Context: an optimization exercise on an open-source flow, tuned for small area. The choices shown serve that exercise and are no tape-out recipe.
In this exercise RTL edits were held to simulation tests only and were not proved equivalent to the original.

$ cat flow/flow/run.sh
#!/bin/bash
set -euo pipefail
{
  echo 'export CTS_ARGS = -sink_clustering_enable -repair_clock_nets -dont_use_dummy_load -buf_list sky130_fd_sc_hd__clkbuf_8 -sink_clustering_size 20 -sink_clustering_max_diameter 50'
  echo 'export BUFFER_PORTS_ARGS = -buffer_cell sky130_fd_sc_hd__buf_2'
} >> config.mk
bash standard.sh > standard_flow.log 2>&1
$ cat flow/standard.sh
#!/bin/bash
# synth_recipe.tcl (not shown) runs the flow's synth.tcl, then flattens the netlist and writes it again
# the make line also repeats each setting of config.mk as NAME=value (left out here)
make -C /OpenROAD-flow-scripts/flow DESIGN_CONFIG=/design/flow/config.mk WORK_HOME=/design/flow/orfs CLKGATE_MAP_FILE= SYNTH_SCRIPT=/design/flow/synth_recipe.tcl "${@:-finish}"
$ cat flow/constraint.sdc
create_clock -name core_clock -period 5.0 [get_ports {clk}]
set_input_delay 1.0000 -clock core_clock [delete_from_list [all_inputs] [get_ports {clk}]]
set_output_delay 1.0000 -clock core_clock [all_outputs]
set_load 0.01 [all_outputs]
$ cat flow/config.mk
export PLATFORM = sky130hd
export DESIGN_NAME = Sine_wave
export DESIGN_NICKNAME = Sine_wave
export VERILOG_FILES = /design/flow/design.v
export SDC_FILE = /design/flow/constraint.sdc
export NUM_CORES = 4
export LEC_CHECK = 0
export CAP_MARGIN = 20
export CORE_MARGIN = 2
export CORE_UTILIZATION = 65
export CTS_BUF_LIST = sky130_fd_sc_hd__clkbuf_8
export CTS_CLUSTER_DIAMETER = 50
export CTS_CLUSTER_SIZE = 20
export SLEW_MARGIN = 20
export CTS_ARGS = -sink_clustering_enable -repair_clock_nets -dont_use_dummy_load -buf_list sky130_fd_sc_hd__clkbuf_8 -sink_clustering_size 20 -sink_clustering_max_diameter 50
export BUFFER_PORTS_ARGS = -buffer_cell sky130_fd_sc_hd__buf_2
$ cat flow/design.v
module rotator_rca #(parameter W = 13) (
    input  [W-1:0] a,
    input  [W-1:0] b,
    input          ci,
    output [W-1:0] s
);
wire [W:0] c;
assign c[0] = ci;
genvar i;
generate
    for (i = 0; i < W; i = i + 1) begin : bit_
        assign s[i]   = ~(~a[i] ^ b[i] ^ c[i]);
        assign c[i+1] = ~((~a[i] & ~b[i]) | (~c[i] & (~a[i] | ~b[i])));
    end
endgenerate
endmodule
module rotator_incdec #(parameter W = 13) (
    input  [W-1:0] a,
    input          inc,
    input          dec,
    output [W-1:0] s
);
wire [W:0] pi, pd;
assign pi[0] = inc;
assign pd[0] = dec;
genvar i;
generate
    for (i = 0; i < W; i = i + 1) begin : bit_
        assign s[i]    = a[i] ^ (pi[i] | pd[i]);
        assign pi[i+1] = pi[i] & a[i];
        assign pd[i+1] = pd[i] & ~a[i];
    end
endgenerate
endmodule
module rotator #(parameter SH = 1) (
    input  [12:0] x_i,
    input  [12:0] y_i,
    input         d,
    output [12:0] x_o,
    output [12:0] y_o
);
wire [12:0] sx = {{SH{x_i[12]}}, x_i[12:SH]};
wire [12:0] sy = {{SH{y_i[12]}}, y_i[12:SH]};
rotator_rca #(13) ax (.a(x_i), .b(sy ^ {13{d}}),  .ci(d),  .s(x_o));
rotator_rca #(13) ay (.a(y_i), .b(sx ^ {13{~d}}), .ci(~d), .s(y_o));
endmodule
module rotator_tail (
    input  [12:0] x_i,
    input  [12:0] y_i,
    input  [3:0]  d,       
    input         nc,
    input         ns,
    output [4:0]  kc,
    output [4:0]  ks
);
wire xa1 = &x_i[11:2], xa0 = ~|x_i[11:2];
wire ya1 = &y_i[11:2], ya0 = ~|y_i[11:2];
function sgn;
    input       s, a1, a0;
    input [3:0] w;
begin
    sgn = s ^ (~w[3] & w[2] & a1) ^ (w[3] & a0);
end
endfunction
function [3:0] step;
    input [3:0] w;
    input       s, up;
begin
    step = s ? (up ? w + 4'd1 : w - 4'd1) : w;
end
endfunction
wire [3:0] wx0 = {2'b00, x_i[1:0]}, wy0 = {2'b00, y_i[1:0]};
wire [3:0] wx1 = step(wx0, y_i[12],  d[3]);
wire [3:0] wy1 = step(wy0, x_i[12], ~d[3]);
wire sx1 = sgn(x_i[12], xa1, xa0, wx1), sy1 = sgn(y_i[12], ya1, ya0, wy1);
wire [3:0] wx2 = step(wx1, sy1,  d[2]);
wire [3:0] wy2 = step(wy1, sx1, ~d[2]);
wire sx2 = sgn(x_i[12], xa1, xa0, wx2), sy2 = sgn(y_i[12], ya1, ya0, wy2);
wire [3:0] wx3 = step(wx2, sy2,  d[1]);
wire [3:0] wy3 = step(wy2, sx2, ~d[1]);
wire sx3 = sgn(x_i[12], xa1, xa0, wx3), sy3 = sgn(y_i[12], ya1, ya0, wy3);
wire [3:0] wx4 = step(wx3, sy3,  d[0]);
wire [3:0] wy4 = step(wy3, sx3, ~d[0]);
assign kc = nc ? 5'd4 - {wx4[3], wx4} : {wx4[3], wx4};
assign ks = ns ? 5'd4 - {wy4[3], wy4} : {wy4[3], wy4};
endmodule
module cordic (
    input         clk,
    input         rst,
    input  [12:0] x_i,
    input  [1:0]  quarter_in,
    input  [15:0] theta_i,
    output [12:0] sin_o,
    output [12:0] cos_o
);
wire        big = theta_i > 16'd57121;
wire [15:0] ang = big ? 16'd57121 : theta_i;
wire [15:0] z1_sub;
rotator_rca #(16) az0 (.a(ang), .b(16'd39812), .ci(1'b0), .s(z1_sub));  
wire        nz  = |theta_i;
wire        n1v = nz | (x_i == 13'h1000);
wire        d1v = ~nz | (theta_i >= 16'd25724);    
wire [12:0] sa0 = {x_i[12], x_i[12:1]};
wire        mx0 = n1v & d1v;
wire [3:0]  x2lo_n = {1'b0, x_i[2:0]} + {1'b0, sa0[2:0] ^ {3{mx0}}}
                     + {3'd0, mx0 | (~n1v & x_i[0])};
wire [3:0]  y2lo_n = {1'b0, x_i[2:0] ^ {3{~n1v}}} + {1'b0, sa0[2:0] ^ {3{~d1v}}}
                     + {3'd0, ~d1v | ~n1v};
reg  [9:0]  ah1;      
reg  [3:0]  x2lo1, y2lo1;    
reg         n1;
reg  [15:0] z1;
reg  [1:0]  q1;
always @(posedge clk) begin
    ah1   <= x_i[12:3];
    x2lo1 <= x2lo_n;
    y2lo1 <= y2lo_n;
    n1    <= n1v;
    z1    <= nz ? z1_sub : 16'd25722;
    q1    <= quarter_in;
end
wire        d1 = ~z1[15];
wire [9:0]  sah = {ah1[9], ah1[9:1]};    
wire        mx = n1 & d1;
wire [12:0] x2_n, y2_n;
assign x2_n[2:0] = x2lo1[2:0];
assign y2_n[2:0] = y2lo1[2:0];
rotator_rca #(10) ax1 (.a(ah1), .b(sah ^ {10{mx}}), .ci(x2lo1[3]), .s(x2_n[12:3]));
rotator_rca #(10) ay1 (.a(ah1 ^ {10{~n1}}), .b(sah ^ {10{~d1}}), .ci(y2lo1[3]), .s(y2_n[12:3]));
wire [14:0] z2_n;
rotator_rca #(15) az1 (.a(z1[14:0]), .b(d1 ? -15'sd15204 : 15'sd15204), .ci(1'b0), .s(z2_n));
reg [12:0] x2, y2;
reg [14:0] z2;
reg [1:0]  q2;
always @(posedge clk) begin
    x2 <= x2_n; y2 <= y2_n; z2 <= z2_n; q2 <= q1;
end
wire        d2 = ~z2[14];
wire [12:0] x3_n, y3_n;
rotator #(2) r2 (.x_i(x2), .y_i(y2), .d(d2), .x_o(x3_n), .y_o(y3_n));
wire [13:0] z3_n;
rotator_rca #(14) az2 (.a(z2[13:0]), .b(d2 ? -14'sd8028 : 14'sd8028), .ci(1'b0), .s(z3_n));
reg [12:0] x3, y3;
reg [13:0] z3;
reg [1:0]  q3;
always @(posedge clk) begin
    x3 <= x3_n; y3 <= y3_n; z3 <= z3_n; q3 <= q2;
end
wire        d3 = ~z3[13];
wire [12:0] x4_n, y4_n;
rotator #(3) r3 (.x_i(x3), .y_i(y3), .d(d3), .x_o(x4_n), .y_o(y4_n));
wire [12:0] z4_n;
rotator_rca #(13) az3 (.a(z3[12:0]), .b(d3 ? -13'sd4076 : 13'sd4076), .ci(1'b0), .s(z4_n));
reg [12:0] x4, y4;
reg [12:0] z4;
reg [1:0]  q4;
always @(posedge clk) begin
    x4 <= x4_n; y4 <= y4_n; z4 <= z4_n; q4 <= q3;
end
wire        d4 = ~z4[12];
wire [12:0] x5_n, y5_n;
rotator #(4) r4 (.x_i(x4), .y_i(y4), .d(d4), .x_o(x5_n), .y_o(y5_n));
wire [11:0] z5_n;
rotator_rca #(12) az4 (.a(z4[11:0]), .b(d4 ? -12'sd2045 : 12'sd2045), .ci(1'b0), .s(z5_n));
reg [12:0] x5, y5;
reg [11:0] z5;
reg [1:0]  q5;
always @(posedge clk) begin
    x5 <= x5_n; y5 <= y5_n; z5 <= z5_n; q5 <= q4;
end
wire        d5 = ~z5[11];
wire [12:0] x6_n, y6_n;
rotator #(5) r5 (.x_i(x5), .y_i(y5), .d(d5), .x_o(x6_n), .y_o(y6_n));
wire [10:0] z6_n;
rotator_rca #(11) az5 (.a(z5[10:0]), .b(d5 ? -11'sd1022 : 11'sd1022), .ci(1'b0), .s(z6_n));
reg [12:0] x6, y6;
reg [10:0] z6;
reg [1:0]  q6;
always @(posedge clk) begin
    x6 <= x6_n; y6 <= y6_n; z6 <= z6_n; q6 <= q5;
end
wire        d6 = ~z6[10];
wire [12:0] x7_n, y7_n;
rotator #(6) r6 (.x_i(x6), .y_i(y6), .d(d6), .x_o(x7_n), .y_o(y7_n));
wire [9:0] z7_n;
rotator_rca #(10) az6 (.a(z6[9:0]), .b(d6 ? -10'sd511 : 10'sd511), .ci(1'b0), .s(z7_n));
reg [12:0] x7, y7;
reg [9:0]  z7;
reg [1:0]  q7;
always @(posedge clk) begin
    x7 <= x7_n; y7 <= y7_n; z7 <= z7_n; q7 <= q6;
end
wire        d7 = ~z7[9];
wire [12:0] x8_n, y8_n;
rotator #(7) r7 (.x_i(x7), .y_i(y7), .d(d7), .x_o(x8_n), .y_o(y8_n));
reg [12:0] x8, y8;
reg [8:0]  z8;
reg [1:0]  q8;
always @(posedge clk) begin
    x8 <= x8_n; y8 <= y8_n; z8 <= {~z7[8], z7[7:0]}; q8 <= q7;
end
wire        d8 = ~z8[8];
wire [12:0] x9_n, y9_n;
rotator #(8) r8 (.x_i(x8), .y_i(y8), .d(d8), .x_o(x9_n), .y_o(y9_n));
reg [12:0] x9, y9;
reg [7:0]  z9;
reg [1:0]  q9;
always @(posedge clk) begin
    x9 <= x9_n; y9 <= y9_n; z9 <= {~z8[7], z8[6:0]}; q9 <= q8;
end
wire        d9 = ~z9[7];
wire [12:0] x10_n, y10_n;
rotator #(9) r9 (.x_i(x9), .y_i(y9), .d(d9), .x_o(x10_n), .y_o(y10_n));
wire [6:0]  u9 = {~z9[6], z9[5:0]};
wire [6:0]  v9;
rotator_incdec #(7) az9 (.a(u9), .inc(~d9 & (u9 != 7'h3f)), .dec(d9 & (u9 != 7'h40)), .s(v9));
reg [12:0] x10, y10;
reg [5:0]  dd10;      
reg [1:0]  q10;
always @(posedge clk) begin
    x10 <= x10_n; y10 <= y10_n; dd10 <= {~v9[6], v9[5:1]}; q10 <= q9;
end
wire [12:0] x11_n, y11_n;
rotator #(10) r10 (.x_i(x10), .y_i(y10), .d(dd10[5]), .x_o(x11_n), .y_o(y11_n));
reg [12:0] x11, y11;
reg [4:0]  dd11;
reg [1:0]  q11;
always @(posedge clk) begin
    x11 <= x11_n; y11 <= y11_n; dd11 <= dd10[4:0]; q11 <= q10;
end
wire [12:0] x12_n, y12_n;
rotator #(11) r11 (.x_i(x11), .y_i(y11), .d(dd11[4]), .x_o(x12_n), .y_o(y12_n));
reg [12:0] x12, y12;
reg [3:0]  dd12;
reg [1:0]  q12;
always @(posedge clk) begin
    x12 <= x12_n; y12 <= y12_n; dd12 <= dd11[3:0]; q12 <= q11;
end
wire        ns = q12[1];             
wire        nc = q12[1] ^ q12[0];    
wire [4:0]  kc_n, ks_n;
rotator_tail tail (
    .x_i(x12), .y_i(y12), .d(dd12), .nc(nc), .ns(ns), .kc(kc_n), .ks(ks_n)
);
reg [12:0] xs13, ys13;
reg [4:0]  kc13, ks13;
always @(posedge clk) begin
    xs13 <= {x12[12:2] ^ {11{nc}}, 2'b00}; ys13 <= {y12[12:2] ^ {11{ns}}, 2'b00};
    kc13 <= kc_n; ks13 <= ks_n;
end
wire [12:0] c_n, s_n;
assign c_n[1:0] = kc13[1:0];
assign s_n[1:0] = ks13[1:0];
rotator_rca #(11) ac (.a(xs13[12:2]), .b({{8{kc13[4]}}, kc13[4:2]}), .ci(1'b0), .s(c_n[12:2]));
rotator_rca #(11) as (.a(ys13[12:2]), .b({{8{ks13[4]}}, ks13[4:2]}), .ci(1'b0), .s(s_n[12:2]));
reg [12:0] cos14, sin14;
always @(posedge clk) begin
    cos14 <= {~c_n[12], c_n[11:0]}; sin14 <= {~s_n[12], s_n[11:0]};
end
reg [12:0] cos15, sin15;
always @(posedge clk) begin
    cos15 <= cos14; sin15 <= sin14;
end
reg  [3:0]  since_rst;
always @(posedge clk) begin
    if (rst)
        since_rst <= 4'd0;
    else if (since_rst != 4'd15)
        since_rst <= since_rst + 4'd1;
end
wire        clr = rst | (since_rst != 4'd15);
reg [12:0] sin_r, cos_r;
always @(posedge clk) begin
    sin_r <= clr ? 13'h1000 : sin15;
    cos_r <= clr ? 13'h1000 : cos15;
end
assign sin_o = sin_r;
assign cos_o = cos_r;
endmodule
module Sine_wave
    #(
        parameter DATA_WIDTH    = 12,
        parameter ANGLE_WIDTH   = 16
    )(
    input                       clk,
    input                       reset,
    input                       ce,
    input  [DATA_WIDTH:0]       ampl,
    input  [ANGLE_WIDTH-1:0]    step,
    output [DATA_WIDTH:0]    sin_wave,
    output [DATA_WIDTH:0]    cos_wave
);
reg [15:0] angle;
reg [1:0]  state;
wire        up  = ~state[0];    
wire [15:0] op  = step ^ {16{~up}};
wire [8:0]  lo, hi0, hi1;
rotator_rca #(9) alo (.a({1'b0, angle[7:0]}),  .b({1'b0, op[7:0]}),  .ci(~up),  .s(lo));
rotator_rca #(9) ah0 (.a({1'b0, angle[15:8]}), .b({1'b0, op[15:8]}), .ci(1'b0), .s(hi0));
rotator_rca #(9) ah1 (.a({1'b0, angle[15:8]}), .b({1'b0, op[15:8]}), .ci(1'b1), .s(hi1));
wire [8:0]  hi  = lo[8] ? hi1 : hi0;
wire [16:0] sum = {hi[8] ^ ~up, hi[7:0], lo[7:0]};
wire        up_ok = (step > 16'd51315) | (sum < 17'd51315);
wire        dn_ok = ~sum[16] & (|sum[15:0]);
wire        ok    = up ? up_ok : dn_ok;
always @(posedge clk) begin
    if (ce) begin
        if (reset) begin
            state <= 2'd0;
            angle <= 16'd0;
        end else if (ok) begin
            angle <= sum[15:0];
        end else begin
            state <= state + 2'd1;
        end
    end
end
cordic cordic (
    .clk        (clk),
    .rst        (reset),
    .x_i        (ampl),
    .quarter_in (state),
    .theta_i    (angle),
    .sin_o      (sin_wave),
    .cos_o      (cos_wave)
);
endmodule
==> results of run 1 <==
==> synthesized netlist by cell type, types with 7 or more instances <==
cell        n  area, um2
o21ai_0    31        155
nand3_1    13       65.1
nor4_1     15       93.8
or2_2      15       93.8
ha_1       41        513
fa_1      342       6850
edfxtp_1   18        541
nand4_1     8       50.1
xor2_1    136       1190
and2_1     27        169
nand2_1    44        165
dfxtp_1   566      11300
nor2_1     58        218
inv_1     134        503
xnor2_1   158       1380
clkbuf_1   25       93.8
nor3_1     14       70.1
or3_1       7       43.8
mux2i_1    14        140
buf_1      10       37.5
a21oi_1    21        105
nor2b_1     8       50.1
mux2_2     16        180
==> per-layer routing <==
layer / routed length, um / vias to the layer above
li1: - / 6002
met1: 16500 / 6157
met2: 19400 / 163
met3: 1480 / 55
met4: 679 / 0
met5: 0 / -
==> logic make-up (layout without fill, tap and decap cells) <==
family	count (synthesis)	count (layout)	synth area share (%)
adder cells (fa/ha/maj)	383	383	29.5
flip-flops	584	584	47.6
XOR/XNOR	295	295	10.4
multiplexers	31	31	1.34
AO/OA/AOI/OAI	98	98	2.65
AND/OR/NAND/NOR	257	257	5.73
buffers and inverters	177	331	2.82
==> final cells by class <==
class                   instances  area, um2
well taps                     511        639
fillers                      2584       9950
inverters                     135        512
multi-input cells            1064      13100
repair buffers                150        991
clock buffers                  46        633
flip-flops and latches        584      11900
==> through the flow <==
step / worst slack, ns / util (%) / TNS (ns)
after floorplan: -0.0370 / - / -0.0370
after global placement: -0.256 / 70.7 / -4.97
after detailed placement: -0.403 / 70.7 / -8.94
after CTS: 0.00454 / 72.7 / 0
after global routing: -0.0152 / 73.7 / -0.0197
final: 0.0968 / 73.7 / 0
==> registers in the layout, summed over array words and instances (netlist names), 14 cells and up <==
register,count
angle,16
cordic.z1,16
cordic.z2,15
cordic.z3,14
==> final timing paths <==
kind	startpoint	endpoint	slack, ns	depth (start not counted)
max	cordic.y10[10]$_DFF_P_	cordic.x11[12]$_DFF_P_	0.1	13
min reg2reg	cordic.kc13[1]$_DFF_P_	cordic.cos14[1]$_DFF_P_	0.27	0
max reg2reg	cordic.y10[10]$_DFF_P_	cordic.x11[12]$_DFF_P_	0.1	13
min	cordic.kc13[1]$_DFF_P_	cordic.cos14[1]$_DFF_P_	0.27	0
==> repair_timing <==
item / in CTS / in global routing
setup endpoints to repair: 26 / 54
pin swaps: 3 / 13
hold buffers: 0 / 0
gates resized for setup: 45 / 75
buffers inserted: 0 / 8
cloned: 0 / 0
==> impl_metrics.tcl, run 1 <==
set metrics [dict create \
    clk-insertion-delay-late_ns 0.63 \
    setup_viol 0 \
    status "no timing/DRC/antenna violations" \
    fin_area_mm2 0.0278 \
    crit_type "reg -> reg" \
    worstPathRequired_ns 5.45 \
    cts_max_level 2 \
    cts-root-buf "clkbuf_8" \
    ctsLongestPathBuffers 3 \
    synth_cell_types 79 \
    initial_utilization_pct 66.1 \
    grt_most_used_layer "met2" \
    maxCapViolations 0 \
    drtAntennaViolNets 0 \
    holdWs_ns 0.269 \
    synth_cells 1825 \
    wirelength_um 38100 \
    die-area_mm2 0.0400 \
    crit_path_start_kind "flip-flop" \
    ys_seq_elements 584 \
    cp-end-kind "flip-flop" \
    port_buffers 57 \
    numCtsBuffers 46 \
    slew_violations 0 \
    synth_warnings 3 \
    antenna_cells 0 \
    syn_avg_cell_area_um2 13.7 \
    grt_use_total_pct 20.4 \
    netlist_area_mm2 0.0250 \
    overflow 0 \
    final_common_cell "dfxtp_1" \
    grt_util_met1_pct 26.9 \
    yosysSeqAreaShare_pct 47.6 \
    nNetsFinal 2396 \
    timing.critical_path.slowest_cell_delay_ns 0.39 \
    antenna_found_initial 0 \
    place_hpwl_um 30000 \
    fp.dieW_um 200 \
    routed_via_density 4.97 \
    relSlewSlack_pct 30.2 \
    drcViolationCount 0 \
    initialDrtViolationCount 401 \
    cpLargestDelayFamily "adder cells" \
    coreArea_mm2 0.0378 \
    first_pass_iters 5 \
    worst_slew_pin_slew_ns 1.04 \
    layout_common_cells "dfxtp_1 (544), fa_2 (172), fa_1 (170)" \
    die_h_um 200 \
    crit_chain "mux2_2 > fa_2 > fa_2 > fa_2 > fa_2 > fa_1 > fa_2 > fa_1 > fa_2 > fa_2 > fa_2 > fa_1 > xnor2_1" \
    critPathSlowestCell "fa_1" \
    async_reset_ff_share_pct 0 \
    grt_pass1_vias 13300 \
    path_max_fanout 2 \
    area_delta_synth_final_pct 11.5 \
    routedWlPerCell_um 15.3 \
    drive_gt1_share_pct 24.3 \
    skew_ns 0.0649 \
    cp.arrival_ns 5.36 \
    crit_buf_inv 0 \
    cts_tree "built" \
    synthFlopType "dfxtp_1" \
    fmax_mhz 204 \
    final_cells 2490 \
    period_share_pct 98.1 \
    grt_pass1_wl_um 64000 \
    dp.cells 2436 \
    hold_viol 0 \
    period_needed_ns 4.90 \
    clk_pin_slew_worst_paths_ns 0.10 \
    pin_count 58 \
    synth_enable_flop_cells 18 \
    grt_use_met2_pct 35.3 \
    num_rows 71 \
    hp-class "reg -> reg" \
    met3_usage_pct 3.70 \
    grt_start_max_net_pins 28 \
    placed_area_mm2 0.0267 \
    finalWeightedCongestion 0.892 \
    vias 12400 \
    clkSinkCount 584 \
    crit_top_cell "fa_2" \
]
==> inputs of run 2 (changes only) <==
==> flow/flow/run.sh (replaced) <==
#!/bin/bash
set -euo pipefail
{
  echo 'export CTS_ARGS = -sink_clustering_enable -repair_clock_nets -dont_use_dummy_load -buf_list sky130_fd_sc_hd__clkbuf_8 -sink_clustering_size 20 -sink_clustering_max_diameter 50'
  echo 'export BUFFER_PORTS_ARGS = -buffer_cell sky130_fd_sc_hd__buf_2'
  echo 'export RECOVER_POWER = 100'
} >> config.mk
bash standard.sh > standard_flow.log 2>&1
--- a/flow/config.mk
+++ b/flow/config.mk
@@ -8,9 +8,8 @@
 export CAP_MARGIN = 20
 export CORE_MARGIN = 2
 export CORE_UTILIZATION = 65
-export CTS_BUF_LIST = sky130_fd_sc_hd__clkbuf_8
-export CTS_CLUSTER_DIAMETER = 50
-export CTS_CLUSTER_SIZE = 20
+export GPL_TIMING_DRIVEN = 0
 export SLEW_MARGIN = 20
 export CTS_ARGS = -sink_clustering_enable -repair_clock_nets -dont_use_dummy_load -buf_list sky130_fd_sc_hd__clkbuf_8 -sink_clustering_size 20 -sink_clustering_max_diameter 50
 export BUFFER_PORTS_ARGS = -buffer_cell sky130_fd_sc_hd__buf_2
+export RECOVER_POWER = 100
==> run 2 against run 1 <==
- now fails the layout checks on setup timing
- area after synthesis unchanged
- final cell count about the same
- hold slack better by 0.0045 ns
- clock skew up 0.0075 ns
- via count up 2.2%
==> impl_metrics.tcl, run 2 <==
set metrics [dict create \
    status "failed layout checks" \
    violations "setup timing" \
    place_hpwl_um 30100 \
    maxCapViolations 0 \
    ctsLongestPathBuffers 3 \
    nNetsFinal 2398 \
    drtAntennaViolNets 0 \
    drcViolationCount 0 \
    grt_pass1_vias 13700 \
    numCtsBuffers 45 \
    routed_via_density 5.07 \
    layout_common_cells "dfxtp_1 (553), fa_2 (190), fa_1 (152)" \
    synth.most_common_cell "dfxtp_1" \
    antenna_cells 0 \
    antenna_found_initial 0 \
    coreArea_mm2 0.0378 \
    reg_top3 "angle (16), cordic.z1 (16), cordic.z2 (15)" \
    cp.arrival_ns 5.39 \
    fin_util_pct 74.5 \
    synth_top_area_cell "dfxtp_1" \
    cts_max_level 2 \
    fp.dieW_um 200 \
    crit_path_start_kind "flip-flop" \
    hp-class "reg -> reg" \
    num_rows 71 \
    cts-root-buf "clkbuf_8" \
    initialDrtViolationCount 498 \
    synth_cell_types 79 \
    synth_area_leaders "dfxtp_1 (45%), fa_1 (27%), xnor2_1 (5.5%), xor2_1 (4.8%), edfxtp_1 (2.2%)" \
    die-area_mm2 0.0400 \
    final_common_cell "dfxtp_1" \
    area_delta_synth_final_pct 12.8 \
    vias 12600 \
    drive_gt1_share_pct 23.3 \
    period_share_pct 101 \
    rsz0062_at_grt "yes" \
    ys_seq_elements 584 \
    async_reset_ff_share_pct 0 \
    grt_use_total_pct 20.9 \
    synth_warnings 3 \
    routedWlPerCell_um 15.8 \
    die_h_um 200 \
    cp-end-kind "flip-flop" \
    worstPathRequired_ns 5.34 \
    clkSinkCount 584 \
    path_max_fanout 10 \
    yosysSeqAreaShare_pct 47.6 \
    finalSetupTns_ns -0.424 \
    wirelength_um 39400 \
    synthFlopType "dfxtp_1" \
    worst_slack_ns -0.0535 \
    pin_count 58 \
    first_pass_iters 5 \
    synth_top_area_share_pct 45.4 \
    clk_pin_slew_worst_paths_ns 0.10 \
    period_needed_ns 5.05 \
    finalWeightedCongestion 0.871 \
    fmax_mhz 198 \
    skew_ns 0.0724 \
    synth_cells 1825 \
    clk-insertion-delay-late_ns 0.64 \
    crit_type "reg -> reg" \
    overflow 0 \
    netlist_area_mm2 0.0250 \
    initial_utilization_pct 66.1 \
    syn_avg_cell_area_um2 13.7 \
    ys_top_cells_by_count "dfxtp_1 (566), fa_1 (342), xnor2_1 (158), xor2_1 (136), inv_1 (134)" \
    grt_start_max_net_pins 21 \
    relSlewSlack_pct 32.8 \
    setup_viol 9 \
    synth_enable_flop_cells 18 \
    worst_slew_pin_slew_ns 1.00 \
    hold_viol 0 \
    slew_violations 0 \
    port_buffers 56 \
    cts_tree "built" \
    grt_pass1_wl_um 65300 \
]
## run 2: final cells by class
| cell class | instances | area (um2) |
|---|---|---|
| Multi-Input combinational cell | 1065 | 13400 |
| Sequential cell | 584 | 11900 |
| Fill cell | 2498 | 9620 |
| Timing Repair Buffer | 115 | 683 |
| Tap cell | 511 | 639 |
| Clock buffer | 45 | 619 |
| Inverter | 135 | 514 |
| Buffer | 37 | 395 |
## run 2: routing by layer
metal | GRT usage [%] | vias up | share of wire (%)
met5 | 0 | - | 0
met4 | 5.82 | 0 | 2.5
met3 | 3.81 | 87 | 3.4
met2 | 37.8 | 177 | 53
met1 | 25.7 | 6356 | 41
li1 | - | 6024 | -
## run 2: cell families after synthesis
logic type	count (synthesis)	share of synthesized area, %
xor gates and xnor gates	295	10.4
adders and majority gates	383	29.5
AOI/OAI and AO/OA	98	2.65
and+or+nand+nor	257	5.73
buffers and inverters	177	2.82
DFF	584	47.6
muxes	31	1.34
## run 2: worst max-delay path: stages, from the launching register on
cell	delay (ns)
edfxtp_1	0.42
buf_6	0.17
buf_8	0.15
xnor2_4	0.13
fa_1	0.45
fa_1	0.40
fa_2	0.35
fa_1	0.36
inv_1	0.08
fa_1	0.18
fa_1	0.18
fa_1	0.16
buf_4	0.16
mux2_1	0.24
nand2_1	0.09
nor4_1	0.50
a31oi_4	0.21
o41a_4	0.55
## run 2: worst paths after layout
| kind | start | end | slack [ns] | cells past startpoint |
|---|---|---|---|---|
| worst max-delay path | state[0]$_SDFFCE_PP0P_ | angle[10]$_SDFFCE_PP0P_ | -0.05 | 17 |
| worst min-delay path | cordic.kc13[0]$_DFF_P_ | cordic.cos14[0]$_DFF_P_ | 0.27 | 0 |
| worst min register to register | cordic.kc13[0]$_DFF_P_ | cordic.cos14[0]$_DFF_P_ | 0.27 | 0 |
| worst max register to register | state[0]$_SDFFCE_PP0P_ | angle[10]$_SDFFCE_PP0P_ | -0.05 | 17 |
## run 2: stage by stage
stage	instance area, um2	setup slack [ns]	cells	hold WS [ns]
floorplan	25500	-0.0370	1825	0.309
global placement	26400	-0.480	2392	0.310
detailed placement	26500	-0.571	2394	0.312
CTS	27600	-0.0536	2456	0.271
global route	28100	-0.198	2492	0.268
finish	28100	-0.0535	2492	0.273
## run 2: timing repair
item,4_1_cts,5_1_grt
hold buffers,0,0
endpoints found under the setup margin,68,61
gates resized for setup,121,104
gates cloned,1,0
pin swaps,11,41
setup buffers,20,36
==> inputs of run 3 (changes only) <==
--- a/flow/config.mk
+++ b/flow/config.mk
@@ -7,8 +7,7 @@
 export LEC_CHECK = 0
 export CAP_MARGIN = 20
 export CORE_MARGIN = 2
-export CORE_UTILIZATION = 65
-export GPL_TIMING_DRIVEN = 0
+export CORE_UTILIZATION = 55
 export SLEW_MARGIN = 20
 export CTS_ARGS = -sink_clustering_enable -repair_clock_nets -dont_use_dummy_load -buf_list sky130_fd_sc_hd__clkbuf_8 -sink_clustering_size 20 -sink_clustering_max_diameter 50
 export BUFFER_PORTS_ARGS = -buffer_cell sky130_fd_sc_hd__buf_2
==> run 3 against run 2 <==
- the run now finishes clean
- hold slack improved by 0.023 ns
- non-clock buffer count increased by 1
- worst setup slack improved by 0.10 ns
- core utilization decreased by 13 points
- via count decreased by 1.7%
- final area decreased by 0.92%
- die area increased by 18%
- fmax increased by 2.1%
- synthesized cell count unchanged
- count of clock-buffer cells in the layout increased by 5
- clock skew increased by 0.0092 ns
- final cell count increased by 3.8%
- critical path type unchanged
==> impl_metrics.tcl, run 3 <==
set metrics [dict create \
    setup_viol 0 \
    wirelength_um 38600 \
    holdPathEnd "cordic.sin15[9]$_DFF_P_" \
    synth.most_common_cell "dfxtp_1" \
    numCtsBuffers 50 \
    cts_tree "built" \
    die-area_mm2 0.0471 \
    reg_top3 "angle (16), cordic.z1 (16), cordic.z2 (15)" \
    rsz0062_at_grt "yes" \
    nNetsFinal 2403 \
    yosysSeqAreaShare_pct 47.6 \
    cts-root-buf "clkbuf_8" \
    grt_start_max_net_pins 28 \
    drive_gt1_share_pct 21.0 \
    clk-insertion-delay-late_ns 0.65 \
    routedWlPerCell_um 14.9 \
    ys_seq_elements 584 \
    reg2reg_slack_ns 0.05 \
    ys_top_cells_by_count "dfxtp_1 (566), fa_1 (342), xnor2_1 (158), xor2_1 (136), inv_1 (134)" \
    fmax_mhz 202 \
    worst_slew_pin_slew_ns 1.23 \
    whs_path_depth 0 \
    cp.arrival_ns 5.46 \
    initialDrtViolationCount 385 \
    worstPathRequired_ns 5.51 \
    drcViolationCount 0 \
    synth_top_area_cell "dfxtp_1" \
    finalSetupTns_ns 0 \
    fin_area_mm2 0.0279 \
    layout_common_cells "dfxtp_1 (548), fa_1 (184), fa_2 (158)" \
    fp.dieW_um 217 \
    placed_area_mm2 0.0268 \
    synth_area_leaders "dfxtp_1 (45%), fa_1 (27%), xnor2_1 (5.5%), xor2_1 (4.8%), edfxtp_1 (2.2%)" \
    synth_top_area_share_pct 45.4 \
    cts_max_level 2 \
    relSlewSlack_pct 17.7 \
    syn_avg_cell_area_um2 13.7 \
    hp-class "reg -> reg" \
    antenna_cells 0 \
    grt_use_total_pct 17.3 \
    status "no timing/DRC/antenna violations" \
    maxCapViolations 0 \
    finalWeightedCongestion 0.863 \
    grt_pass1_vias 13500 \
    synth_warnings 3 \
    fillers 3618 \
    overflow 0 \
    critPathSlowestCell "fa_1" \
    crit_path_start_kind "flip-flop" \
    cp-end-kind "flip-flop" \
    cts_hold_buf 0 \
    crit_chain "xnor2_1 > fa_1 > fa_2 > fa_2 > fa_2 > fa_2 > fa_2 > fa_1 > fa_1 > fa_1 > fa_2 > fa_1 > xor2_1" \
    port_buffers 57 \
    fin_util_pct 61.8 \
    synthFlopType "dfxtp_1" \
    path_max_fanout 6 \
    crit_top_cell "fa_2" \
    antenna_found_initial 0 \
    slew_violations 0 \
    netlist_area_mm2 0.0250 \
    r2r-start "cordic.z7[9]$_DFF_P_" \
    hold_viol 0 \
    crit_type "reg -> reg" \
    first_pass_iters 5 \
    period_share_pct 99.0 \
    area_delta_synth_final_pct 11.7 \
    grt_pass1_wl_um 65400 \
    r2r_cells 13 \
    synth_enable_flop_cells 18 \
    async_reset_ff_share_pct 0 \
    skew_ns 0.0816 \
    vias 12400 \
    initial_utilization_pct 55.3 \
    final_common_cell "dfxtp_1" \
    period_needed_ns 4.95 \
    clk_pin_slew_worst_paths_ns 0.11 \
    die_h_um 217 \
    routed_via_density 4.81 \
    timing.rr.end "cordic.x8[12]$_DFF_P_" \
    synth_cell_types 79 \
    pin_count 58 \
    clkSinkCount 584 \
    synth_cells 1825 \
    coreArea_mm2 0.0451 \
    hp-start "cordic.sin14[9]$_DFF_P_" \
    place_hpwl_um 30600 \
    ctsLongestPathBuffers 3 \
    drtAntennaViolNets 0 \
    timing.critical_path.slowest_cell_delay_ns 0.43 \
    num_rows 78 \
]
run 3: final cells by class:
type,count,area [um2],area share (%)
clock buffer,50,688,2.47
inverter,135,512,1.84
sequential,584,11900,42.8
tap,600,751,2.69
multi-input combinational,1064,13100,46.9
timing repair buffer,153,927,3.33
run 3: cell families (layout without fill, tap and decap cells):
family          after synthesis  after routing  share of synthesized area, %
xor+xnor                    295            295                          10.4
flops                       584            584                          47.6
fa+ha+maj                   383            383                          29.5
buf+inv                     177            338                          2.82
compound gates               98             98                          2.65
simple gates                257            257                          5.73
mux                          31             31                          1.34
run 3: through the flow:
step                cells  worst slack [ns]  hold slack [ns]
CTS                  2580           0.00476            0.290
finish               2586            0.0493            0.296
global route         2586           -0.0810            0.287
floorplan            1825           -0.0370            0.309
global placement     2529            -0.292            0.310
detailed placement   2529            -0.366            0.312
run 3: worst max path at each step:
stage | from | end | slack [ns] | depth (start not counted)
2_1_floorplan | cordic.z4[12]$_DFF_P_ | cordic.x5[12]$_DFF_P_ | -0.04 | 15
3_3_place_gp | step[8] | angle[11]$_SDFFCE_PP0P_ | -0.29 | 21
3_5_place_dp | step[8] | angle[11]$_SDFFCE_PP0P_ | -0.37 | 21
4_1_cts | cordic.y12[1]$_DFF_P_ | cordic.kc13[4]$_DFF_P_ | 0.005 | 20
5_1_grt | state[0]$_SDFFCE_PP0P_ | state[0]$_SDFFCE_PP0P_ | -0.08 | 19
6_report | cordic.z7[9]$_DFF_P_ | cordic.x8[12]$_DFF_P_ | 0.05 | 13
run 3: repair_timing:
item,CTS,global route
setup endpoints to repair,24,51
pin swaps,4,18
hold endpoints to repair,0,0
buffers inserted,1,6
gates resized for setup,43,79
run 3: routing by layer:
metal	vias up	part of all wire (%)	track usage, %	routed length, um
met2	160	52	30.7	19900
met1	6181	43	22.1	16400
met4	0	2.4	5.21	938
li1	6024	-	-	-
met3	65	3.4	2.59	1320
met5	-	0	0	0
run 3: worst max-delay path: cells and delay by family, from the launching register on:
kind / cells / cell delay [ns]
xor gates and xnor gates: 2 / 0.31
adders and majority gates: 11 / 4.14
DFF: 1 / 0.38
==> inputs of run 4 (changes only) <==
==> flow/config.mk (replaced) <==
export PLATFORM = sky130hd
export DESIGN_NAME = Sine_wave
export DESIGN_NICKNAME = Sine_wave
export VERILOG_FILES = /design/flow/design.v
export SDC_FILE = /design/flow/constraint.sdc
export NUM_CORES = 4
export LEC_CHECK = 0
export CAP_MARGIN = 5
export CORE_MARGIN = 2
export CORE_UTILIZATION = 65
export SLEW_MARGIN = 5
export CTS_ARGS = -sink_clustering_enable -repair_clock_nets -dont_use_dummy_load -buf_list sky130_fd_sc_hd__clkbuf_8 -sink_clustering_size 20 -sink_clustering_max_diameter 50
export BUFFER_PORTS_ARGS = -buffer_cell sky130_fd_sc_hd__buf_2
export RECOVER_POWER = 100
==> run 4 against run 3 <==
- still clean on timing, DRC and antenna
- final cell count decreased by 3.7%
- flip-flop and latch count unchanged
- via count decreased by 0.55%
- fmax increased by 0.84%
- non-clock buffer count decreased by 3
- critical path type unchanged
- critical endpoint is now cordic.x11[12]$_DFF_P_
- largest cell class unchanged
==> impl_metrics.tcl, run 4 <==
set metrics [dict create \
    pin_count 58 \
    initialDrtViolationCount 433 \
    coreArea_mm2 0.0378 \
    holdPathEnd "cordic.cos14[1]$_DFF_P_" \
    placed_area_mm2 0.0267 \
    skew_ns 0.0648 \
    num_rows 71 \
    cp-end-kind "flip-flop" \
    multiInputGateArea_mm2 0.0131 \
    top_layer "met4" \
    critPathSlowestCell "fa_1" \
    hp-start "cordic.kc13[1]$_DFF_P_" \
    hold_viol 0 \
    fmax_mhz 204 \
    die-area_mm2 0.0400 \
    grt_pass1_wl_um 64000 \
    synth_cells 1825 \
    fp.dieW_um 200 \
    synthAdderAreaFrac_pct 29.5 \
    whs_path_depth 0 \
    relSlewSlack_pct 14.9 \
    wl_met1_um 16600 \
    slew_violations 0 \
    crit_path_start_kind "flip-flop" \
    finalWeightedCongestion 0.892 \
    synth_warnings 3 \
    grt_use_total_pct 20.4 \
    reg_top3 "angle (16), cordic.z1 (16), cordic.z2 (15)" \
    routed_via_density 4.96 \
    synth_cell_types 79 \
    numCtsBuffers 46 \
    crit_buf_inv 0 \
    clkSinkCount 584 \
    synthFlopType "dfxtp_1" \
    synth_top_family_by_area "adder cells" \
    synth_top_area_cell "dfxtp_1" \
    worst_slew_pin_slew_ns 1.27 \
    layout_common_cells "dfxtp_1 (546), fa_1 (172), fa_2 (170)" \
    ctsLongestPathBuffers 3 \
    cpLargestDelayFamily "adder cells" \
    synth_enable_flop_cells 18 \
    async_reset_ff_share_pct 0 \
    drive_gt1_share_pct 21.4 \
    timing.rr.end "cordic.x11[12]$_DFF_P_" \
    r2r_cells 13 \
    grt_pass1_vias 13300 \
    synth.most_common_cell "dfxtp_1" \
    hp-class "reg -> reg" \
    synth_top_area_share_pct 45.4 \
    path_max_fanout 2 \
    r2r-start "cordic.y10[10]$_DFF_P_" \
    first_pass_iters 5 \
    port_buffers 57 \
    cts_max_level 2 \
    setup_viol 0 \
    place_hpwl_um 30000 \
    clk-insertion-delay-late_ns 0.63 \
    netlist_area_mm2 0.0250 \
    clk_pin_slew_worst_paths_ns 0.10 \
    period_needed_ns 4.91 \
    wl_met2_um 19500 \
    initial_utilization_pct 66.1 \
    timing.critical_path.slowest_cell_delay_ns 0.39 \
    fin_area_mm2 0.0277 \
    status "no timing/DRC/antenna violations" \
    crit_top_cell "fa_2" \
    period_share_pct 98.2 \
    synth_area_leaders "dfxtp_1 (45%), fa_1 (27%), xnor2_1 (5.5%), xor2_1 (4.8%), edfxtp_1 (2.2%)" \
    overflow 0 \
    maxCapViolations 0 \
    cp.arrival_ns 5.36 \
    nNetsFinal 2396 \
    cts-root-buf "clkbuf_8" \
    seqCellArea_mm2 0.0119 \
    crit_type "reg -> reg" \
    cts_tree "built" \
    drcViolationCount 0 \
    yosys.area_share.simple_pct 5.73 \
    vias 12400 \
    synth-compound-area-share_pct 2.65 \
    reg2reg_slack_ns 0.09 \
    final_common_cell "dfxtp_1" \
    syn_avg_cell_area_um2 13.7 \
    ys_top_cells_by_count "dfxtp_1 (566), fa_1 (342), xnor2_1 (158), xor2_1 (136), inv_1 (134)" \
    wl_met3_um 1340 \
    antenna_found_initial 0 \
    ys_seq_elements 584 \
    fin_util_pct 73.4 \
    synthMuxAreaShare_pct 1.34 \
    synth_xor_area_share_pct 10.4 \
    yosysSeqAreaShare_pct 47.6 \
    drtAntennaViolNets 0 \
    routedWlPerCell_um 15.3 \
    worstPathRequired_ns 5.45 \
    wirelength_um 38100 \
    grt_start_max_net_pins 28 \
    area_delta_synth_final_pct 11.0 \
    crit_chain "mux2_2 > fa_2 > fa_2 > fa_2 > fa_2 > fa_1 > fa_2 > fa_1 > fa_2 > fa_2 > fa_2 > fa_1 > xnor2_1" \
    fillers 2610 \
    die_h_um 200 \
]
==> run 4: what timing repair did <==
item	4_1_cts	5_1_grt
setup buffers	0	8
resized for setup	45	75
gates cloned	0	0
hold buffers	0	0
hold endpoints to repair	0	0
setup endpoints to repair	26	54
pin swaps	3	13
==> run 4: logic make-up after synthesis <==
group	after synthesis
AO/OA/AOI/OAI	98
flip-flops	584
XOR/XNOR	295
buffers and inverters	177
multiplexers	31
adder cells (fa/ha/maj)	383
AND/OR/NAND/NOR	257
==> run 4: per-stage QoR <==
| step | instances | setup TNS, ns | worst slack [ns] | hold slack, ns |
|---|---|---|---|---|
| CTS | 2482 | 0 | 0.00454 | 0.269 |
| global placement | 2436 | -4.97 | -0.256 | 0.310 |
| global route | 2490 | -0.0197 | -0.0152 | 0.261 |
| floorplan | 1825 | -0.0370 | -0.0370 | 0.309 |
| detailed placement | 2436 | -8.94 | -0.403 | 0.312 |
| finish | 2491 | 0 | 0.0903 | 0.270 |
==> run 4: worst max path at each step <==
stage / startpoint / to / slack (ns) / cells past startpoint
CTS: cordic.x5[5]$_DFF_P_ / cordic.y6[12]$_DFF_P_ / 0.005 / 13
detailed placement: step[8] / angle[4]$_SDFFCE_PP0P_ / -0.40 / 21
floorplan: cordic.z4[12]$_DFF_P_ / cordic.x5[12]$_DFF_P_ / -0.04 / 15
finish: cordic.y10[10]$_DFF_P_ / cordic.x11[12]$_DFF_P_ / 0.09 / 13
global route: cordic.x12[12]$_DFF_P_ / cordic.kc13[4]$_DFF_P_ / -0.02 / 18
global placement: step[8] / angle[1]$_SDFFCE_PP0P_ / -0.26 / 21
==> run 4: area by class of cell <==
| type | instances | share of cell area [%] |
|---|---|---|
| Timing Repair Buffer | 150 | 3.26 |
| Inverter | 135 | 1.85 |
| Clock buffer | 46 | 2.29 |
| Sequential cell | 584 | 43.0 |
| Multi-Input combinational cell | 1064 | 47.2 |
| Tap cell | 511 | 2.31 |
| Antenna cell | 1 | 0.00903 |
==> run 4: per-layer routing <==
metal  up-vias  GRT usage, %
li1       6005             -
met1      6157          26.9
met2       149          35.3
met3        51          3.70
met4         0          4.69
met5         -             0
==> inputs of run 5 (changes only) <==
==> flow/flow/run.sh (replaced) <==
#!/bin/bash
set -euo pipefail
{
  echo 'export CTS_ARGS = -sink_clustering_enable -repair_clock_nets -dont_use_dummy_load -buf_list sky130_fd_sc_hd__clkbuf_8 -sink_clustering_size 20 -sink_clustering_max_diameter 50'
  echo 'export BUFFER_PORTS_ARGS = -buffer_cell sky130_fd_sc_hd__buf_2'
  echo 'export RECOVER_POWER = 100'
  echo 'export REMOVE_ABC_BUFFERS = 1'
} >> config.mk
bash standard.sh > standard_flow.log 2>&1
--- a/flow/config.mk
+++ b/flow/config.mk
@@ -5,10 +5,14 @@
 export SDC_FILE = /design/flow/constraint.sdc
 export NUM_CORES = 4
 export LEC_CHECK = 0
-export CAP_MARGIN = 5
+export CAP_MARGIN = 20
 export CORE_MARGIN = 2
 export CORE_UTILIZATION = 65
-export SLEW_MARGIN = 5
+export CTS_BUF_LIST = sky130_fd_sc_hd__clkbuf_8
+export CTS_CLUSTER_DIAMETER = 50
+export CTS_CLUSTER_SIZE = 20
+export SLEW_MARGIN = 20
 export CTS_ARGS = -sink_clustering_enable -repair_clock_nets -dont_use_dummy_load -buf_list sky130_fd_sc_hd__clkbuf_8 -sink_clustering_size 20 -sink_clustering_max_diameter 50
 export BUFFER_PORTS_ARGS = -buffer_cell sky130_fd_sc_hd__buf_2
 export RECOVER_POWER = 100
+export REMOVE_ABC_BUFFERS = 1
==> run 5 against run 4 <==
- flip-flop and latch count unchanged
- core utilization rose by 0.81 points
- first-iteration DRC count is 1.6% lower
- die area did not move
- sequential share of layout area fell by 0.49 points
- synthesized cell count unchanged
- count of clock-buffer cells in the layout fell by 2
- clock skew is 0.0052 ns lower
- final cell count rose by 1.7%
- critical path type unchanged
- critical endpoint is now cordic.y5[12]$_DFF_P_
==> impl_metrics.tcl, run 5 <==
set metrics [dict create \
    synth.most_common_cell "dfxtp_1" \
    die_h_um 200 \
    initialDrtViolationCount 426 \
    synth_top_area_share_pct 45.4 \
    netlist_area_mm2 0.0250 \
    fmax_mhz 204 \
    worst_slew_pin_slew_ns 1.01 \
    synth_cell_types 79 \
    r2r-start "cordic.z4[12]$_DFF_P_" \
    seqCellArea_mm2 0.0119 \
    ctsLongestPathBuffers 3 \
    worst_slack_ns 0.0952 \
    period_needed_ns 4.90 \
    hp-start "cordic.kc13[0]$_DFF_P_" \
    drtAntennaViolNets 0 \
    synth_area_leaders "dfxtp_1 (45%), fa_1 (27%), xnor2_1 (5.5%), xor2_1 (4.8%), edfxtp_1 (2.2%)" \
    first_pass_iters 5 \
    drcViolationCount 0 \
    routedWlPerCell_um 15.2 \
    grt_pass1_vias 13900 \
    crit_type "reg -> reg" \
    die-area_mm2 0.0400 \
    routed_via_density 5.00 \
    coreArea_mm2 0.0378 \
    cp-end-kind "flip-flop" \
    antenna_cells 0 \
    synth_cells 1825 \
    cts_tree "built" \
    cts_max_level 2 \
    clk-insertion-delay-late_ns 0.62 \
    clkSinkCount 584 \
    status "no timing/DRC/antenna violations" \
    maxCapViolations 0 \
    path_max_fanout 6 \
    synth_top_area_cell "dfxtp_1" \
    synth_warnings 3 \
    grt_start_max_net_pins 28 \
    syn_avg_cell_area_um2 13.7 \
    holdPathEnd "cordic.cos14[0]$_DFF_P_" \
    pin_count 58 \
    fillers 2467 \
    synth_enable_flop_cells 18 \
    ys_top_cells_by_count "dfxtp_1 (566), fa_1 (342), xnor2_1 (158), xor2_1 (136), inv_1 (134)" \
    finalWeightedCongestion 0.859 \
    vias 12700 \
    antenna_found_initial 0 \
    skew_ns 0.0596 \
    clk_pin_slew_worst_paths_ns 0.10 \
    multiInputGateArea_mm2 0.0130 \
    cp.arrival_ns 5.37 \
    nNetsFinal 2439 \
    worstPathRequired_ns 5.47 \
    period_share_pct 98.1 \
    dp_slack_ns -0.416 \
    grt_pass1_wl_um 65600 \
    reg_top3 "angle (16), cordic.z1 (16), cordic.z2 (15)" \
    cts-root-buf "clkbuf_8" \
    drive_gt1_share_pct 24.3 \
    relSlewSlack_pct 32.2 \
    hp-class "reg -> reg" \
    wirelength_um 38500 \
    yosysSeqAreaShare_pct 47.6 \
    numCtsBuffers 44 \
    fp.dieW_um 200 \
    slew_violations 0 \
    timing.rr.end "cordic.y5[12]$_DFF_P_" \
    initial_utilization_pct 66.1 \
    cts_hold_buf 0 \
    place_hpwl_um 30500 \
    port_buffers 57 \
    area_delta_synth_final_pct 12.3 \
    layout_common_cells "dfxtp_1 (545), fa_1 (181), fa_2 (161)" \
    holdWs_ns 0.293 \
    r2r_cells 13 \
    reg2reg_slack_ns 0.1 \
    setup_viol 0 \
    crit_path_start_kind "flip-flop" \
    whs_path_depth 0 \
    final_common_cell "dfxtp_1" \
    grt_use_total_pct 20.9 \
    hold_viol 0 \
    num_rows 71 \
    synthFlopType "dfxtp_1" \
    ys_seq_elements 584 \
    async_reset_ff_share_pct 0 \
    overflow 0 \
]
==> run 5: cell counts after synthesis <==
Identical to the previous run, type by type.
==> run 5: what timing repair did <==
action,CTS,global route
endpoints found under the setup margin,43,59
cloned,0,0
resized for setup,134,108
pin swaps,5,17
buffers inserted,1,8
==> run 5: per-stage QoR <==
step,TNS [ns],cell area [um2],std cells,utilization [%]
final,0,28000,2533,74.2
after global routing,-0.0507,28000,2533,74.2
after CTS,-0.0411,27600,2525,73.2
after detailed placement,-15.07,26700,2480,70.7
after global placement,-9.81,26700,2480,70.7
after floorplan,-32.40,24800,1783,-
==> run 5: kinds of logic after synthesis <==
logic type | after synthesis | share of synthesized area [%]
compound gates | 98 | 2.65
simple gates | 257 | 5.73
fa+ha+maj | 383 | 29.5
mux | 31 | 1.34
flops | 584 | 47.6
buf+inv | 177 | 2.82
xor+xnor | 295 | 10.4
==> run 5: worst max path at each step <==
stage,to,slack [ns],start
CTS,cordic.y5[12]$_DFF_P_,-0.04,cordic.x4[4]$_DFF_P_
global route,cordic.kc13[4]$_DFF_P_,-0.02,cordic.x12[12]$_DFF_P_
floorplan,cordic.x3[12]$_DFF_P_,-1.12,cordic.z2[14]$_DFF_P_
detailed placement,angle[1]$_SDFFCE_PP0P_,-0.42,step[8]
global placement,cordic.y6[12]$_DFF_P_,-0.29,cordic.z5[11]$_DFF_P_
finish,cordic.y5[12]$_DFF_P_,0.1,cordic.z4[12]$_DFF_P_
==> run 5: critical path: stages, from the launching register on <==
cell and delay, ns:
dfxtp_4 0.38, mux2_2 0.27, fa_2 0.37, fa_2 0.36
fa_2 0.37, fa_2 0.35, fa_1 0.39, fa_2 0.35
fa_2 0.35, fa_2 0.35, fa_2 0.35, fa_2 0.35
fa_2 0.39, xnor2_2 0.15
==> run 5: final cells by class <==
class / count / area share, %
clock buffers: 44 / 2.16
well taps: 511 / 2.28
flip-flops and latches: 584 / 42.6
multi-input cells: 1064 / 46.6
repair buffers: 195 / 4.62
inverters: 135 / 1.81
==> run 5: metal layers <==
layer / routed length, um / share of wire, % / global-route usage, %
met3: 1180 / 3.1 / 3.02
met1: 16400 / 43 / 26.5
met5: 0 / 0 / 0
met2: 20000 / 52 / 37.5
met4: 905 / 2.4 / 6.31
==> inputs of run 6 (changes only) <==
==> flow/flow/run.sh (replaced) <==
#!/bin/bash
set -euo pipefail
{
  echo 'export CTS_ARGS = -sink_clustering_enable -repair_clock_nets -dont_use_dummy_load -buf_list sky130_fd_sc_hd__clkbuf_8 -sink_clustering_size 20 -sink_clustering_max_diameter 50'
  echo 'export BUFFER_PORTS_ARGS = -buffer_cell sky130_fd_sc_hd__buf_2'
  echo 'export RECOVER_POWER = 100'
} >> config.mk
bash standard.sh > standard_flow.log 2>&1
--- a/flow/config.mk
+++ b/flow/config.mk
@@ -15,4 +15,3 @@
 export CTS_ARGS = -sink_clustering_enable -repair_clock_nets -dont_use_dummy_load -buf_list sky130_fd_sc_hd__clkbuf_8 -sink_clustering_size 20 -sink_clustering_max_diameter 50
 export BUFFER_PORTS_ARGS = -buffer_cell sky130_fd_sc_hd__buf_2
 export RECOVER_POWER = 100
-export REMOVE_ABC_BUFFERS = 1
==> run 6 against run 5 <==
- via count fell by 2.3%
- worst setup slack got worse by 0.0049 ns
- first-iteration DRC count rose by 1.6%
- highest routed layer unchanged
- critical endpoint is now cordic.x11[12]$_DFF_P_
- wire length fell by 0.98%
- still clean on timing, DRC and antenna
==> impl_metrics.tcl, run 6 <==
set metrics [dict create \
    grt_start_max_net_pins 28 \
    clkSinkCount 584 \
    drcViolationCount 0 \
    cp-end-kind "flip-flop" \
    crit_type "reg -> reg" \
    fp.dieW_um 200 \
    crit_top_cell "fa_2" \
    synth_area_leaders "dfxtp_1 (45%), fa_1 (27%), xnor2_1 (5.5%), xor2_1 (4.8%), edfxtp_1 (2.2%)" \
    synth.most_common_cell "dfxtp_1" \
    netlist_area_mm2 0.0250 \
    grt_pass1_vias 13300 \
    nNetsFinal 2396 \
    async_reset_ff_share_pct 0 \
    initialDrtViolationCount 433 \
    finalWeightedCongestion 0.892 \
    cp.arrival_ns 5.36 \
    port_buffers 57 \
    hp-class "reg -> reg" \
    worstPathRequired_ns 5.45 \
    fmax_mhz 204 \
    slew_violations 0 \
    maxCapViolations 0 \
    grt_use_total_pct 20.4 \
    fin_util_pct 73.4 \
    timing.critical_path.slowest_cell_delay_ns 0.39 \
    routedWlPerCell_um 15.3 \
    clk-insertion-delay-late_ns 0.63 \
    yosysSeqAreaShare_pct 47.6 \
    synth_top_area_share_pct 45.4 \
    cts_max_level 2 \
    antenna_found_initial 0 \
    fillers 2610 \
    initial_utilization_pct 66.1 \
    ys_seq_elements 584 \
    clk_pin_slew_worst_paths_ns 0.10 \
    ctsLongestPathBuffers 3 \
    overflow 0 \
    synth_top_area_cell "dfxtp_1" \
    cts_hold_buf 0 \
    synth_cells 1825 \
    syn_avg_cell_area_um2 13.7 \
    crit_buf_inv 0 \
    vias 12400 \
    die_h_um 200 \
    synthFlopType "dfxtp_1" \
    num_rows 71 \
    seqCellArea_mm2 0.0119 \
    path_max_fanout 2 \
    cts_tree "built" \
    synth_cell_types 79 \
    period_needed_ns 4.91 \
    relSlewSlack_pct 14.9 \
    status "no timing/DRC/antenna violations" \
    cts-root-buf "clkbuf_8" \
    first_pass_iters 5 \
    skew_ns 0.0648 \
    pin_count 58 \
    setup_viol 0 \
    wirelength_um 38100 \
    hold_viol 0 \
    worst_slew_pin_slew_ns 1.27 \
    die-area_mm2 0.0400 \
    layout_common_cells "dfxtp_1 (546), fa_1 (172), fa_2 (170)" \
    cpLargestDelayFamily "adder cells" \
    synth_warnings 3 \
    crit_chain "mux2_2 > fa_2 > fa_2 > fa_2 > fa_2 > fa_1 > fa_2 > fa_1 > fa_2 > fa_2 > fa_2 > fa_1 > xnor2_1" \
    crit_path_start_kind "flip-flop" \
    final_common_cell "dfxtp_1" \
    multiInputGateArea_mm2 0.0131 \
    grt_pass1_wl_um 64000 \
    drive_gt1_share_pct 21.4 \
    area_delta_synth_final_pct 11.0 \
    coreArea_mm2 0.0378 \
    routed_via_density 4.96 \
    numCtsBuffers 46 \
    reg_top3 "angle (16), cordic.z1 (16), cordic.z2 (15)" \
    critPathSlowestCell "fa_1" \
    drtAntennaViolNets 0 \
    synth_enable_flop_cells 18 \
    period_share_pct 98.2 \
    place_hpwl_um 30000 \
    ys_top_cells_by_count "dfxtp_1 (566), fa_1 (342), xnor2_1 (158), xor2_1 (136), inv_1 (134)" \
]
-- run 6: layout make-up --
cell class	count	area share [%]
diodes	1	0.00903
clock buffers	46	2.29
inverters	135	1.85
multi-input cells	1064	47.2
flip-flops and latches	584	43.0
well taps	511	2.31
repair buffers	150	3.26
-- run 6: path summary, 6_finish.rpt --
check / startpoint / to / slack (ns) / depth (start not counted)
hold / removal: cordic.kc13[1]$_DFF_P_ / cordic.cos14[1]$_DFF_P_ / 0.27 / 0
setup / recovery: cordic.y10[10]$_DFF_P_ / cordic.x11[12]$_DFF_P_ / 0.09 / 13
hold reg to reg: cordic.kc13[1]$_DFF_P_ / cordic.cos14[1]$_DFF_P_ / 0.27 / 0
setup reg to reg: cordic.y10[10]$_DFF_P_ / cordic.x11[12]$_DFF_P_ / 0.09 / 13
-- run 6: kinds of logic after synthesis --
group / synth area share (%)
mux: 1.34
fa+ha+maj: 29.5
xor+xnor: 10.4
simple gates: 5.73
compound gates: 2.65
flops: 47.6
buf+inv: 2.82
-- run 6: what timing repair did --
action,4_1_cts,5_1_grt
resized for setup,45,75
endpoints found under the setup margin,26,54
pin swaps,3,13
buffers inserted,0,8
-- run 6: routing by layer --
layer	up-vias	share of wire, %	GRT usage [%]
met2	149	51	35.3
met3	51	3.5	3.70
li1	6005	-	-
met5	-	0	0
met4	0	1.7	4.69
met1	6157	44	26.9
-- run 6: metrics by stage --
stage	hold slack, ns	cell area [um2]	setup TNS (ns)	std cells	setup slack [ns]
2_1_floorplan	0.309	25500	-0.0370	1825	-0.0370
3_3_place_gp	0.310	26700	-4.97	2436	-0.256
3_5_place_dp	0.312	26700	-8.94	2436	-0.403
4_1_cts	0.269	27400	0	2482	0.00454
5_1_grt	0.261	27700	-0.0197	2490	-0.0152
6_report	0.270	27700	0	2491	0.0903
==> inputs of run 7 (changes only) <==
==> flow/flow/run.sh (replaced) <==
#!/bin/bash
set -euo pipefail
{
  echo 'export CTS_ARGS = -sink_clustering_enable -repair_clock_nets -dont_use_dummy_load -buf_list sky130_fd_sc_hd__clkbuf_8 -sink_clustering_size 20 -sink_clustering_max_diameter 50'
  echo 'export BUFFER_PORTS_ARGS = -buffer_cell sky130_fd_sc_hd__buf_1'
  echo 'export RECOVER_POWER = 100'
} >> config.mk
bash standard.sh > standard_flow.log 2>&1
--- a/flow/config.mk
+++ b/flow/config.mk
@@ -13,5 +13,5 @@
 export CTS_CLUSTER_SIZE = 20
 export SLEW_MARGIN = 20
 export CTS_ARGS = -sink_clustering_enable -repair_clock_nets -dont_use_dummy_load -buf_list sky130_fd_sc_hd__clkbuf_8 -sink_clustering_size 20 -sink_clustering_max_diameter 50
-export BUFFER_PORTS_ARGS = -buffer_cell sky130_fd_sc_hd__buf_2
+export BUFFER_PORTS_ARGS = -buffer_cell sky130_fd_sc_hd__buf_1
 export RECOVER_POWER = 100
==> run 7 against run 6 <==
- worst setup slack worse by 0.029 ns
- count of clock-buffer cells in the layout down 1
- largest cell class unchanged
- register-to-register slack worse by 0.03 ns
- area after synthesis unchanged
- final cell count about the same
- wire length up 0.53%
- synthesized cell count stayed put
==> impl_metrics.tcl, run 7 <==
set metrics [dict create \
    fillers 2585 \
    synth_warnings 3 \
    period_needed_ns 4.94 \
    layout_common_cells "dfxtp_1 (546), fa_2 (173), fa_1 (169)" \
    crit_type "reg -> reg" \
    cp.arrival_ns 5.47 \
    hp-start "cordic.kc13[1]$_DFF_P_" \
    ys_top_cells_by_count "dfxtp_1 (566), fa_1 (342), xnor2_1 (158), xor2_1 (136), inv_1 (134)" \
    area_delta_synth_final_pct 11.0 \
    initialDrtViolationCount 412 \
    dp.cells 2437 \
    die_h_um 200 \
    routed_via_density 5.04 \
    vias 12600 \
    seqCellArea_mm2 0.0119 \
    clk_pin_slew_worst_paths_ns 0.10 \
    routedWlPerCell_um 15.4 \
    grt_pass1_vias 13400 \
    crit_path_start_kind "flip-flop" \
    relSlewSlack_pct 18.8 \
    dp_slack_ns -0.382 \
    crit_start "cordic.x4[4]$_DFF_P_" \
    num_rows 71 \
    pin_count 58 \
    r2r-start "cordic.x4[4]$_DFF_P_" \
    final_cells 2492 \
    status "no timing/DRC/antenna violations" \
    cts_max_level 2 \
    synth_enable_flop_cells 18 \
    synth_cells 1825 \
    worstPathRequired_ns 5.53 \
    maxCapViolations 0 \
    cts_hold_buf 0 \
    first_pass_iters 5 \
    period_share_pct 98.8 \
    numCtsBuffers 45 \
    fmax_mhz 202 \
    coreArea_mm2 0.0378 \
    synth_cell_types 79 \
    grt_pass1_wl_um 64600 \
    nNetsFinal 2397 \
    yosysSeqAreaShare_pct 47.6 \
    die-area_mm2 0.0400 \
]
run 7: cell counts after synthesis:
No cell type changed its count.
run 7: per-layer routing:
metal | track usage, % | wire (um) | vias up
li1 | - | - | 6019
met1 | 27.3 | 16400 | 6282
met2 | 35.2 | 19600 | 189
met3 | 3.73 | 1460 | 68
met4 | 5.60 | 826 | 0
met5 | 0 | 0 | -
run 7: what timing repair did:
action | in CTS | in global routing
resized for setup | 36 | 93
endpoints found under the hold margin | 0 | 0
setup endpoints to repair | 23 | 53
buffers inserted | 1 | 7
gates cloned | 0 | 1
pin swaps | 1 | 17
run 7: path summary, 6_finish.rpt:
kind / to / slack, ns / depth (start not counted)
hold reg to reg: cordic.cos14[1]$_DFF_P_ / 0.28 / 0
setup / recovery: cordic.y5[12]$_DFF_P_ / 0.06 / 13
setup reg to reg: cordic.y5[12]$_DFF_P_ / 0.06 / 13
hold / removal: cordic.cos14[1]$_DFF_P_ / 0.28 / 0
run 7: layout make-up:
type / count / area share (%)
sequential: 584 / 43.1
antenna: 1 / 0.00904
timing repair buffer: 151 / 3.16
inverter: 135 / 1.85
multi-input combinational: 1065 / 47.4
clock buffer: 45 / 2.24
tap: 511 / 2.31
run 7: kinds of logic after synthesis:
family | Yosys count | share of synthesized area, %
AOI/OAI and AO/OA | 98 | 2.65
xor gates and xnor gates | 295 | 10.4
adders and majority gates | 383 | 29.5
buffers and inverters | 177 | 2.82
DFF | 584 | 47.6
muxes | 31 | 1.34
and+or+nand+nor | 257 | 5.73
run 7: stage by stage:
stage | area (um2) | setup TNS, ns
after detailed placement | 26600 | -7.81
after global routing | 27700 | -0.204
final | 27700 | 0
after global placement | 26600 | -4.42
after CTS | 27300 | 0
after floorplan | 25500 | -0.0370
run 7: worst max-delay path, cell delays in order (launching register included):
cell and delay [ns]:
dfxtp_1 0.34, mux2_2 0.35, fa_2 0.36, fa_2 0.35, fa_2 0.36, fa_2 0.35
fa_2 0.36, fa_1 0.39, fa_2 0.36, fa_2 0.34, fa_2 0.36, fa_2 0.37
fa_1 0.38, xnor2_1 0.19

## static timing again, ports no longer ideal
The results above use ideal ports. As a check the final layouts listed here were re-extracted and re-timed, cells and wires unchanged. Step 1, drivers: a clkbuf_16 drives clk and a buf_2 each remaining input, both assumed. Step 2 also shifts input and output timing later by t, the mid clock arrival at the registers, as if the neighbouring blocks saw the same clock. Three values: no drivers, after step 1, after step 2; two values: the first two.
run | t (ns) | setup WS [ns] | slew at the worst register clock pin (ns) | pins driven straight from the clock port
run 1 | 0.645 | 0.097 / 0.097 / -0.412 | 0.11 / 0.11 | 1
run 2 | 0.659 | -0.054 / -0.054 / -0.486 | 0.11 / 0.11 | 1
run 3 | 0.665 | 0.049 / 0.049 / -0.309 | 0.11 / 0.11 | 1
run 4 | 0.645 | 0.090 / 0.090 / -0.403 | 0.11 / 0.11 | 1
run 5 | 0.647 | 0.095 / 0.095 / -0.308 | 0.11 / 0.11 | 1
run 6 | 0.645 | 0.090 / 0.090 / -0.403 | 0.11 / 0.11 | 1
run 7 | 0.653 | 0.061 / 0.061 / -0.276 | 0.11 / 0.11 | 1
With both steps, setup timing fails in 6 of these runs, where it was met with ideal ports. For run 1, which loses most, drivers alone change the setup slack by 0.000 ns; drivers and shift together by -0.509 ns.
